From an optimization exercise on the open Yosys and OpenROAD flow, aimed at small area; shortcuts taken in it are not production practice.
The RTL was checked by simulation tests, not by an equivalence proof against the original design.
The clock port is modelled as an ideal driver, which makes a skipped or thinned clock tree look cheaper than it is; a real chip needs a root buffer or a tree.
Power figures rest on the tool's default switching activity, not on a simulated workload.

== run 1 ==
==> flow/design.v <==
module some_registers
  (
   input wire        pclk,
   input wire        preset_n,
   input wire        penable,
   input wire [7:0]  paddr,
   input wire        pwrite,
   input wire [31:0] pwdata,
   input wire [3:0]  pstrb,
   input wire [2:0]  pprot,
   input wire        psel,
   output wire [31:0] prdata,
   output wire       pready
);
   wire [1:0]        wordaddr;
   reg               phase;            
   reg [31:0]        slot0 [1:0];      
   reg [31:0]        slot1 [1:0];      
   assign wordaddr = paddr[3:2];
   assign pready = 1'b1;
   wire              rslot = wordaddr[0] ^ phase;
   wire [3:0]        rsel;
   assign rsel[0] = !wordaddr[1] & !rslot;
   assign rsel[1] = !wordaddr[1] & rslot;
   assign rsel[2] = wordaddr[1] & !rslot;
   assign rsel[3] = wordaddr[1] & rslot;
   rmux rmux0
     (.sel(rsel), .d0(slot0[0]), .d1(slot1[0]), .d2(slot0[1]), .d3(slot1[1]),
      .q(prdata));
   wire              wr = psel & pwrite & rslot;
   always @(posedge pclk or negedge preset_n)
     if (!preset_n)
       phase <= 1'b0;
     else
       phase <= !phase;
   genvar            p, b;
   generate
      for (p = 0; p < 2; p = p + 1) begin : pair
         wire [31:0] next0;
         wire [3:0]  load;
         for (b = 0; b < 4; b = b + 1) begin : lane
            assign load[b] = wr & (wordaddr[1] == p) & pstrb[b];
         end
         wmux wmux0 (.load(load), .d(pwdata), .keep(slot1[p]), .q(next0));
         always @(posedge pclk) begin
            slot0[p] <= next0;
            slot1[p] <= slot0[p];
         end
      end
   endgenerate
endmodule
module rmux
  (
   input wire [3:0]  sel,
   input wire [31:0] d0,
   input wire [31:0] d1,
   input wire [31:0] d2,
   input wire [31:0] d3,
   output wire [31:0] q
);
   wire [31:0]       n012;            
   rmux_aoi3 aoi (.sel(sel[2:0]), .d0(d0), .d1(d1), .d2(d2), .y(n012));
   rmux_fin fin (.n012(n012), .sel3(sel[3]), .d3(d3), .q(q));
endmodule
module wmux
  (
   input wire [3:0]  load,
   input wire [31:0] d,
   input wire [31:0] keep,
   output wire [31:0] q
);
   genvar            b;
   generate
      for (b = 0; b < 4; b = b + 1) begin : lane
         assign q[8*b +: 8] = ({8{load[b]}} & d[8*b +: 8]) | ({8{!load[b]}} & keep[8*b +: 8]);
      end
   endgenerate
endmodule
module rmux_aoi3
  (
   input wire [2:0]  sel,
   input wire [31:0] d0,
   input wire [31:0] d1,
   input wire [31:0] d2,
   output wire [31:0] y
);
   assign y = ~(({32{sel[0]}} & d0) | ({32{sel[1]}} & d1) | ({32{sel[2]}} & d2));
endmodule
module rmux_fin
  (
   input wire [31:0] n012,
   input wire        sel3,
   input wire [31:0] d3,
   output wire [31:0] q
);
   assign q = ~(n012 & ~({32{sel3}} & d3));
endmodule
module pwm_controller
  #(parameter WIDTH = 16)
  (
   input wire        pclk,
   input wire        preset_n,
   input wire        penable,
   input wire [7:0]  paddr,
   input wire        pwrite,
   input wire [31:0] pwdata,
   input wire [3:0]  pstrb,
   input wire [2:0]  pprot,
   input wire        psel,
   output wire [31:0] prdata,
   output wire       pready,
   output wire       pwm_out
);
   reg [WIDTH-1:0]   counter;
   reg [WIDTH-1:0]   climit_n;       
   reg [WIDTH-1:0]   onlimit_n;      
   reg               climit_set;
   reg               onlimit_set;
   wire              addr0 = (paddr == 8'h0);
   wire              wr = psel & pwrite;
   function automatic ge_n;
      input [WIDTH-1:0] a;
      input [WIDTH-1:0] b_n;
      integer i;
      reg c;
      begin
         c = 1'b1;
         for (i = 0; i < WIDTH; i = i + 1)
           c = (a[i] & b_n[i]) | (a[i] & c) | (b_n[i] & c);
         ge_n = c;
      end
   endfunction
   assign pwm_out = onlimit_set & !ge_n(counter, onlimit_n);
   assign pready = 1'b1;
   wire              rd_c = addr0 & climit_set;
   wire              rd_o = !addr0 & onlimit_set;
   assign prdata = {{(32-WIDTH){1'b0}},
                    ~(({WIDTH{!rd_c}} | climit_n) & ({WIDTH{!rd_o}} | onlimit_n))};
   always @(posedge pclk or negedge preset_n)
     if(!preset_n) begin
        climit_set <= 1'b0;
        onlimit_set <= 1'b0;
     end else begin
        if (wr) begin
           if (addr0)
             climit_set <= 1'b1;
           else
             onlimit_set <= 1'b1;
        end
     end
   always @(posedge pclk)
     if (!climit_set || ge_n(counter, climit_n))
       counter <= {WIDTH{1'b0}};
     else
       counter <= counter + 1'b1;
   always @(posedge pclk)
     if (wr) begin
        if (addr0)
          climit_n <= ~pwdata[WIDTH-1:0];
        else
          onlimit_n <= ~pwdata[WIDTH-1:0];
     end
endmodule
module apb_periph
  (
   input wire        pclk,
   input wire        preset_n,
   input wire        penable,
   input wire [7:0]  paddr,
   input wire        pwrite,
   input wire [31:0] pwdata,
   input wire [3:0]  pstrb,
   input wire [2:0]  pprot,
   input wire        psel1,
   output wire [31:0] prdata1,
   output wire       pready1,
   input wire        psel2,
   output wire [31:0] prdata2,
   output wire       pready2,
   output wire       led
);
   some_registers some_registers0
     (
      .pclk(pclk),
      .preset_n(preset_n),
      .penable(penable),
      .paddr(paddr),
      .pwrite(pwrite),
      .pwdata(pwdata),
      .pstrb(pstrb),
      .pprot(pprot),
      .psel(psel1),
      .prdata(prdata1),
      .pready(pready1)
      );
   pwm_controller pwm_controller0
     (
      .pclk(pclk),
      .preset_n(preset_n),
      .penable(penable),
      .paddr(paddr),
      .pwrite(pwrite),
      .pwdata(pwdata),
      .pstrb(pstrb),
      .pprot(pprot),
      .psel(psel2),
      .prdata(prdata2),
      .pready(pready2),
      .pwm_out(led)
      );
endmodule
clock: 5.0 ns
lec_check: 0
cap_margin: 20
core_margin: 2
core_utilization: 40
slew_margin: 20
standard.sh (not shown) runs the stock make flow with config.mk's settings and CLKGATE_MAP_FILE= SYNTH_SCRIPT=/design/flow/synth_recipe.tcl, a recipe that flattens the netlist after the stock synthesis.
==> flow/flow/run.sh <==
#!/bin/bash
# Standard ORFS layout with these changes:
#  - synthesis maps logic with an area-oriented ABC script (flow/abc.script)
#    in place of ORFS's speed script; everything else in synthesis, and so
#    every register, is as the standard synthesis makes it; the two
#    halves of the register file's read mux (modules rmux_aoi3 and
#    rmux_fin, which hold no registers) are kept as modules until the end
#    of synthesis (SYNTH_KEEP_MODULES), so they are mapped on their own as
#    an AND-OR of the one-hot select; the write
#    muxes of the register file's slots (module wmux, no registers) are
#    kept as well and mapped first with ABC's area mapper amap
#    (flow/abc_wmux.script, hooked in by flow/abc_modules.py);
#  - ports are buffered with the smallest buffer (buf_1);
#  - after clock tree synthesis, flow/myclk.tcl replaces the tree with a
#    two-level inverter tree: the clock port drives one root inverter,
#    which drives 10 leaf inverters, each driving the clock pins of one
#    spatial group of about 18 registers.
set -euo pipefail
W=$(pwd)
rm -rf "$W/scripts_abc"
cp -r "$FLOW_HOME/scripts" "$W/scripts_abc"
cp "$W/flow/abc.script" "$W/scripts_abc/abc_speed.script"
python3 "$W/flow/abc_modules.py" "$W/scripts_abc/synth.tcl"
bash standard.sh "SCRIPTS_DIR=$W/scripts_abc" "SYNTH_KEEP_MODULES=rmux_aoi3 rmux_fin wmux" \
  "ABC_MODULE_SCRIPTS=wmux $W/flow/abc_wmux.script" synth > synth.log 2>&1
export MYCLK_NLEAF=10 MYCLK_NX=5
export MYCLK_CELL=sky130_fd_sc_hd__inv_8 MYCLK_ROOT=sky130_fd_sc_hd__inv_8
bash standard.sh \
  "BUFFER_PORTS_ARGS=-buffer_cell sky130_fd_sc_hd__buf_1" \
  "CTS_ARGS=-sink_clustering_enable -repair_clock_nets -dont_use_dummy_load -buf_list sky130_fd_sc_hd__clkbuf_8" \
  "POST_CTS_TCL=$W/flow/myclk.tcl" \
  finish > layout.log 2>&1
Other scripts of this flow, unchanged in this note and not shown: flow/flow/abc.script, flow/flow/abc_modules.py, flow/flow/abc_wmux.script, flow/flow/myclk.tcl
Run 1: done, clean on timing, DRC and antenna
## Diff of input files: run 2 against run 1
diff --git a/flow/design.v b/flow/design.v
--- a/flow/design.v
+++ b/flow/design.v
@@ -108,37 +108,37 @@
    input wire [2:0]  pprot,
    input wire        psel,
    output wire [31:0] prdata,
    output wire       pready,
    output wire       pwm_out
 );
-   reg [WIDTH-1:0]   counter;
-   reg [WIDTH-1:0]   climit_n;       
-   reg [WIDTH-1:0]   onlimit_n;      
+   reg [WIDTH-1:0]   counter_n;      
+   reg [WIDTH-1:0]   climit_val;     
+   reg [WIDTH-1:0]   onlimit_val;    
    reg               climit_set;
    reg               onlimit_set;
    wire              addr0 = (paddr == 8'h0);
    wire              wr = psel & pwrite;
-   function automatic ge_n;
-      input [WIDTH-1:0] a;
-      input [WIDTH-1:0] b_n;
+   function automatic lt_n;
+      input [WIDTH-1:0] a_n;
+      input [WIDTH-1:0] b;
       integer i;
       reg c;
       begin
-         c = 1'b1;
+         c = 1'b0;
          for (i = 0; i < WIDTH; i = i + 1)
-           c = (a[i] & b_n[i]) | (a[i] & c) | (b_n[i] & c);
-         ge_n = c;
+           c = (a_n[i] & b[i]) | (a_n[i] & c) | (b[i] & c);
+         lt_n = c;
       end
    endfunction
-   assign pwm_out = onlimit_set & !ge_n(counter, onlimit_n);
+   assign pwm_out = onlimit_set & lt_n(counter_n, onlimit_val);
    assign pready = 1'b1;
    wire              rd_c = addr0 & climit_set;
    wire              rd_o = !addr0 & onlimit_set;
    assign prdata = {{(32-WIDTH){1'b0}},
-                    ~(({WIDTH{!rd_c}} | climit_n) & ({WIDTH{!rd_o}} | onlimit_n))};
+                    ({WIDTH{rd_c}} & climit_val) | ({WIDTH{rd_o}} & onlimit_val)};
    always @(posedge pclk or negedge preset_n)
      if(!preset_n) begin
         climit_set <= 1'b0;
         onlimit_set <= 1'b0;
      end else begin
         if (wr) begin
@@ -146,22 +146,22 @@
              climit_set <= 1'b1;
            else
              onlimit_set <= 1'b1;
         end
      end
    always @(posedge pclk)
-     if (!climit_set || ge_n(counter, climit_n))
-       counter <= {WIDTH{1'b0}};
+     if (!climit_set || !lt_n(counter_n, climit_val))
+       counter_n <= {WIDTH{1'b1}};
      else
-       counter <= counter + 1'b1;
+       counter_n <= counter_n - 1'b1;
    always @(posedge pclk)
      if (wr) begin
         if (addr0)
-          climit_n <= ~pwdata[WIDTH-1:0];
+          climit_val <= pwdata[WIDTH-1:0];
         else
-          onlimit_n <= ~pwdata[WIDTH-1:0];
+          onlimit_val <= pwdata[WIDTH-1:0];
      end
 endmodule
 module apb_periph
   (
    input wire        pclk,
    input wire        preset_n,
From run 1 to run 2 the numbers moved as follows: combinational group share of total power grew by 0.2 points; netlist area before placement shrank by 0.49%. Taking run 1 as the reference, in run 2 headroom to the max-slew limit moved up; part of the cycle the worst path needs moved down; clock group power moved down; die area moved down. Minimum clock period: run 2 < run 1. | worst ir drop on vdd | lower: run 2 |. Start point of the critical path: paddr[2] -> run 2, paddr[3] -> run 1. Looking at layout overhead on the synthesized area, run 2 sits above run 1. Relative to run 1, the worst setup slack after layout of run 2 is higher by 0.17 ns.
In every run of this note, the design's own scripts or RTL, not TritonCTS, make the clock network.

-- separate check: timing with driven ports --
How much do the figures lean on ideal ports? The routed layouts below were timed once more, with nothing changed but the port constraints. Step 1: set_driving_cell puts a clkbuf_16 on pclk and a buf_2 on each other input, an assumption about the parent block. Step 2, shift: input delay + t, output delay - t, t = (earliest + latest rising clock arrival at the registers) / 2. This alone moves slack from input paths to output paths. a / b / c = ideal / step 1 / step 2; a / b = the first two.
run	t, ns	slack for setup (ns)	latest minus earliest clock arrival (ns)	slew at the worst register clock pin (ns)	worst slew at a driven data input, ns
run 1	0.290	1.196 / 1.167 / 1.167	0.010 / 0.010	0.10 / 0.10	0.05
run 2	0.283	1.363 / 1.341 / 1.341	0.011 / 0.012	0.09 / 0.09	0.05
After both steps setup and hold are still met in every run listed. For run 1, which loses most, drivers alone change the setup slack by -0.029 ns; drivers and shift together by -0.029 ns.
